Context: an optimization exercise on an open-source flow, tuned for a short achievable clock period and few clock cycles. The choices shown serve that exercise and are no tape-out recipe. Function was checked by simulation only, so behaviour that the tests miss may differ from the original. No activity file was given, so power comes from the tool's default toggle rates.

## fmrt_core
module fmrt_core (
    input             clk,
    input             rst,
    output     [31:0] imem_addr,
    input      [31:0] imem_rdata,
    output     [31:0] dmem_addr,
    input      [31:0] dmem_rdata,
    output            dmem_we,
    output     [31:0] dmem_wdata
);
    localparam [31:0] RESET_PC = 32'h0000E100;
    function [2:0] cmp3(input [31:0] x, input [31:0] y);
        begin
            cmp3[2] = (x == y);
            cmp3[1] = ({~x[31], x[30:0]} < {~y[31], y[30:0]});
            cmp3[0] = (x < y);
        end
    endfunction
    function [31:0] ks_add(input [31:0] x, input [31:0] y, input cin);
        reg [31:0] g, p, gn, pn;
        integer i, d;
        begin
            g = x & y;
            p = x ^ y;
            g[0] = g[0] | (p[0] & cin);
            for (d = 1; d < 32; d = d * 2) begin
                gn = g; pn = p;
                for (i = d; i < 32; i = i + 1) begin
                    gn[i] = g[i] | (p[i] & g[i-d]);
                    pn[i] = p[i] & p[i-d];
                end
                g = gn; p = pn;
            end
            ks_add = (x ^ y) ^ {g[30:0], cin};
        end
    endfunction
    reg  [31:0] pc_f;
  ...
Size: roughly 8600 cells after synthesis, roughly 2200 flip-flops, ~160 I/O pins.
export LEC_CHECK = 0
export ABC_CLOCK_PERIOD_IN_PS = 3000
export CAP_MARGIN = 20
export CORE_MARGIN = 2
export CORE_UTILIZATION = 40
export PLACE_DENSITY = 0.6
export SETUP_SLACK_MARGIN = 5
export SLEW_MARGIN = 20
create_clock -name core_clock -period 10.0 [get_ports {clk}]
standard.sh (not shown) runs the stock make flow with config.mk's settings and CLKGATE_MAP_FILE= SYNTH_SCRIPT=/design/flow/synth_recipe.tcl, a recipe that flattens the netlist after the stock synthesis.
==> flow/flow/run.sh <==
#!/bin/bash
set -euo pipefail
MARGIN=${MARGIN:-7}
sed -e "s/SETUP_SLACK_MARGIN=[0-9.]*/SETUP_SLACK_MARGIN=${MARGIN}/" standard.sh > standard_margin.sh
grep -q "SETUP_SLACK_MARGIN=${MARGIN}" standard_margin.sh
bash standard_margin.sh > flow_make.log 2>&1
Testbench counts at the start, summed over its fixed seeds: cycles 44,528.
Change:
--- a/flow/design.v
+++ b/flow/design.v
@@ -35,32 +35,35 @@
             ks_add = (x ^ y) ^ {g[30:0], cin};
         end
     endfunction
     reg  [31:0] pc_f;
     reg         fd_valid;
     reg  [31:0] fd_insn;
     reg  [31:0] fd_pc;
     reg         fd_bt;                
+    reg  [31:0] fd_ptgt;              
     reg         fd_jec;               
     reg         de_valid;
     reg  [31:0] de_a, de_b, de_sd;    
     reg  [31:0] de_c;                 
     reg  [31:0] de_alt;               
     reg         de_a_em, de_b_em, de_s_em;    
     reg  [4:0]  de_rd;
     reg         de_wr;
     reg         de_r_add, de_r_log, de_r_sft, de_r_slt, de_r_c;
     reg         de_sub;
     reg         de_l_and, de_l_or;    
     reg         de_s_left, de_s_arith;
     reg         de_slt_u;
     reg         de_br, de_pred;
     reg         de_eq1, de_eq0, de_lt1, de_lt0, de_ltu1, de_ltu0, de_rall;
     reg  [31:0] de_pc;
+    reg         de_jchk;              
+    reg  [31:0] de_jp;                
     reg  [31:0] jb;                   
     reg         jb_ok;
     reg  [2:0]  de_f3;
     reg         de_ld, de_st, de_sw;
     reg         em_valid;
     reg  [31:0] em_res;
     reg  [31:0] em_sd;
     reg  [4:0]  em_rd;
@@ -180,20 +183,21 @@
                         ({32{de_r_sft}} & sft_r) |
                         ({32{de_r_slt}} & {31'b0, slt_r}) |
                         ({32{de_r_c}}   & de_c);
     wire mis    = (eq & de_eq1) | (~eq & de_eq0) | (lt & de_lt1) | (~lt & de_lt0) |
                   (ltu & de_ltu1) | (~ltu & de_ltu0) | de_rall;    
     wire stall_m = wpend & em_valid & em_mem;
     wire sub_rd  = em_valid & em_sub_st & ~wpend;
     wire em_st_w = em_valid & em_mem & ~em_ld & ~em_sub_st;    
-    wire redirect_e = de_valid & de_br & ~stall_m & mis;
+    wire jmis = (de_alt != de_jp);
+    wire redirect_e = de_valid & ~stall_m & ((de_br & mis) | (de_jchk & jmis));
     wire [31:0] e_target = de_alt;
     wire redirect_dr = fd_valid & ~stall_m & ~stall_d &
-                       (fd_bt ? ~(op_jal | op_br) : (op_jal | op_jalr | (op_br & spred)));
+                       (fd_bt ? ~(op_jal | op_br | op_jalr) : (op_jal | op_jalr | (op_br & spred)));
     wire redirect_d = redirect_dr & ~redirect_e;
     wire [31:0] d_target = fd_bt ? pc4 : op_jal ? tgt_j : op_jalr ? tgt_jr : tgt_b;
     localparam NB = 8;
     reg  [NB-1:0] bv;
     reg  [31:0]   btag [0:NB-1];
     reg  [31:0]   btgt [0:NB-1];
     reg  [2:0]    bptr;
     reg           upd_v, upd_inv, upd_e;
@@ -208,17 +212,17 @@
         for (bk = 0; bk < NB; bk = bk + 1) begin
             bhv[bk]  = bv[bk] & (btag[bk] == pc_f);
             btgt_sel = btgt_sel | ({32{bhv[bk]}} & btgt[bk]);
         end
     end
     wire bhit = |bhv;
     wire e_alloc = redirect_e & ~de_pred;    
     wire e_inval = redirect_e & de_pred;     
-    wire d_alloc = redirect_d & ~fd_bt & (op_jal | op_br);
+    wire d_alloc = redirect_d & ~fd_bt & (op_jal | op_br | op_jalr);
     always @(posedge clk) begin
         if (rst)
             upd_v <= 1'b0;
         else
             upd_v <= e_alloc | e_inval | d_alloc;
         upd_inv <= e_inval;
         upd_e    <= redirect_e;
         upd_epc  <= de_pc;
@@ -281,16 +285,17 @@
         else if (!stall_m && !stall_d)
             fd_jec <= fd_valid & d_r_c & (imem_rdata[19:15] == rd) & (imem_rdata[19:15] != 5'd0);
         else if (!stall_m)
             fd_jec <= 1'b0;
         if (!stall_m && !stall_d) begin
             fd_insn <= imem_rdata;
             fd_pc   <= pc_f;
             fd_bt   <= bhit;
+            fd_ptgt <= btgt_sel;
         end
     end
     always @(posedge clk) begin
         if (rst)
             de_valid <= 1'b0;
         else if (!stall_m)
             de_valid <= fd_valid & ~redirect_e & ~stall_d;
         if (stall_m) begin
@@ -299,17 +304,19 @@
         end else begin
             de_a    <= r1f;
             de_b    <= use_imm ? d_imm : r2f;
             de_sd   <= r2f;
             de_a_em <= a_em;
             de_b_em <= b_em & ~use_imm;
             de_s_em <= b_em;
             de_c    <= op_lui ? imm_u : op_auipc ? auipc : pc4;
-            de_alt  <= pred ? pc4 : tgt_b;
+            de_alt  <= op_jalr ? tgt_jr : pred ? pc4 : tgt_b;
+            de_jchk <= op_jalr & fd_bt;
+            de_jp   <= fd_ptgt;
             de_rd   <= rd;
             de_wr   <= d_wr;
             de_r_add <= d_r_add;
             de_r_log <= d_r_log;
             de_r_sft <= d_r_sft;
             de_r_slt <= d_r_slt;
             de_r_c   <= d_r_c;
             de_sub   <= d_sub;
@@ -360,26 +367,26 @@
     always @(posedge clk) begin
         if (rst) begin
             m_we  <= 1'b0;
             wpend <= 1'b0;
         end else begin
             wpend <= sub_rd;
             m_we  <= sub_rd | (stall_m ? em_st_w : (de_valid & de_sw));
         end
-        if (sub_rd) begin
-            ma_q <= ma_q;
-            wd_q <= merged;
-        end else if (stall_m) begin
+        if (sub_rd | stall_m)
             ma_q <= em_res;
+        else
+            ma_q <= sum;              
+        if (sub_rd)
+            wd_q <= merged;
+        else if (stall_m)
             wd_q <= em_sd;
-        end else begin
-            ma_q <= e_res;
+        else
             wd_q <= es;
-        end
     end
     always @(posedge clk) begin
         if (rst)
             mw_valid <= 1'b0;
         else
             mw_valid <= em_valid & ~stall_m;
         mw_res <= mw_next;
         mw_rd  <= em_rd;
The new run finished clean; synthesized area rises by 1.6%; final cell count rises by about 1%; final area rises by about 1.6%; first-iteration DRC count falls by 3.6%; synthesized cell count rises by 1.4%; clock-buffer cell count falls by 2; non-clock buffer count falls by 58; total power rises by 4.7%; global-route usage is about the same.
Testbench counts after the change, summed over its fixed seeds: cycles 44,139.

---

Setup of old:
fmrt_core, a different RTL version from the one above (not shown whole).
Size in the first run: about 10000 cells after synthesis, ~2400 flip-flops, roughly 160 I/O pins.
export LEC_CHECK = 0
export ABC_CLOCK_PERIOD_IN_PS = 3000
export CAP_MARGIN = 20
export CORE_MARGIN = 2
export CORE_UTILIZATION = 40
export PLACE_DENSITY = 0.6
export SETUP_SLACK_MARGIN = 5
export SLEW_MARGIN = 20
create_clock -name core_clock -period 10.0 [get_ports {clk}]
Scripts as last shown in full above: flow/flow/run.sh
Testbench counts of old, summed over its fixed seeds: cycles 43,911.
diff inputs: old => new
--- a/flow/design.v
+++ b/flow/design.v
@@ -6,36 +6,19 @@
     input      [31:0] imem_rdata,
     output     [31:0] dmem_addr,
     input      [31:0] dmem_rdata,
     output            dmem_we,
     output     [31:0] dmem_wdata
 );
     localparam [31:0] RESET_PC = 32'h0000E100;
-    function lt_tree(input [31:0] x, input [31:0] y);
-        reg [31:0] l, e, ln, en;
-        integer i, d;
-        begin
-            l = ~x & y;           
-            e = ~(x ^ y);         
-            for (d = 1; d < 32; d = d * 2) begin
-                ln = l; en = e;
-                for (i = d; i < 32; i = i + 1) begin
-                    ln[i] = l[i] | (e[i] & l[i-d]);
-                    en[i] = e[i] & e[i-d];
-                end
-                l = ln; e = en;
-            end
-            lt_tree = l[31];
-        end
-    endfunction
     function [2:0] cmp3(input [31:0] x, input [31:0] y);
         begin
-            cmp3[2] = ~|(x ^ y);
-            cmp3[1] = lt_tree({~x[31], x[30:0]}, {~y[31], y[30:0]});
-            cmp3[0] = lt_tree(x, y);
+            cmp3[2] = (x == y);
+            cmp3[1] = ({~x[31], x[30:0]} < {~y[31], y[30:0]});
+            cmp3[0] = (x < y);
         end
     endfunction
     function [31:0] ks_add(input [31:0] x, input [31:0] y, input cin);
         reg [31:0] g, p, gn, pn;
         integer i, d;
         begin
             g = x & y;
--- outcome ---
- new was carried through to the last stage, and its layout satisfied the timing, DRC and antenna checks.
- new: final RePlAce weighted congestion 0.017 below old
- ~same clock power in new and old
- Compared with old, new shows clock power share lower by 0.4 points.
- On amount of wire on met2 after detailed routing: new sits above old.
- [compare] base=old new=new: maximum frequency increased by 1.7% relative to the old numbers; area growth from synthesis to final layout fell by 1.8 points; multi-input combinational gate total saw an increase; sequential share of layout area increased 0.39 points; H-tree depth now sits at about the same level.
- Cmp new vs old: worst endpoint data arrival time lower in new
- Between old and new, the flow reports total routed wirelength decreasing slightly.
- new vs. old: final design area excluding fillers went down by about 1.1%.
- Number of non-clock buffers in the layout went down by a little under 10% going from old to new.
- Status: synthesized area parity (old, new)
Testbench counts of new, summed over its fixed seeds: cycles 43,911.

[afterwards: timing with drivers on the ports]
The results above use ideal ports. As a check the final layouts listed here were re-extracted and re-timed, cells and wires unchanged. Step 1, drivers: a clkbuf_16 drives clk and a buf_2 each remaining input, both assumed. Step 2, shift: input delay + t, output delay - t, t = (earliest + latest rising clock arrival at the registers) / 2. This alone moves slack from input paths to output paths. Three values: no drivers, after step 1, after step 2; two values: the first two.
| run | t (ns) | setup WS [ns] | hold WS [ns] | worst setup path at the end | worst data-port slew with drivers (ns) |
|---|---|---|---|---|---|
| the first run of note 1 | 1.000 | 6.194 / 6.194 / 5.700 | 0.283 / 0.283 / 0.283 | input to register | 0.20 |
| the second run of note 1 | 1.020 | 5.971 / 5.971 / 5.756 | 0.339 / 0.339 / 0.339 | input to register | 0.24 |
| old | 0.997 | 5.842 / 5.842 / 5.137 | 0.327 / 0.327 / 0.327 | input to register | 0.33 |
| new | 0.997 | 5.913 / 5.913 / 5.275 | 0.338 / 0.338 / 0.338 | input to register | 0.33 |
After both steps every run listed still meets setup and hold. The setup slack of old, which loses most, moves by 0.000 ns with the drivers and by -0.705 ns with both steps.
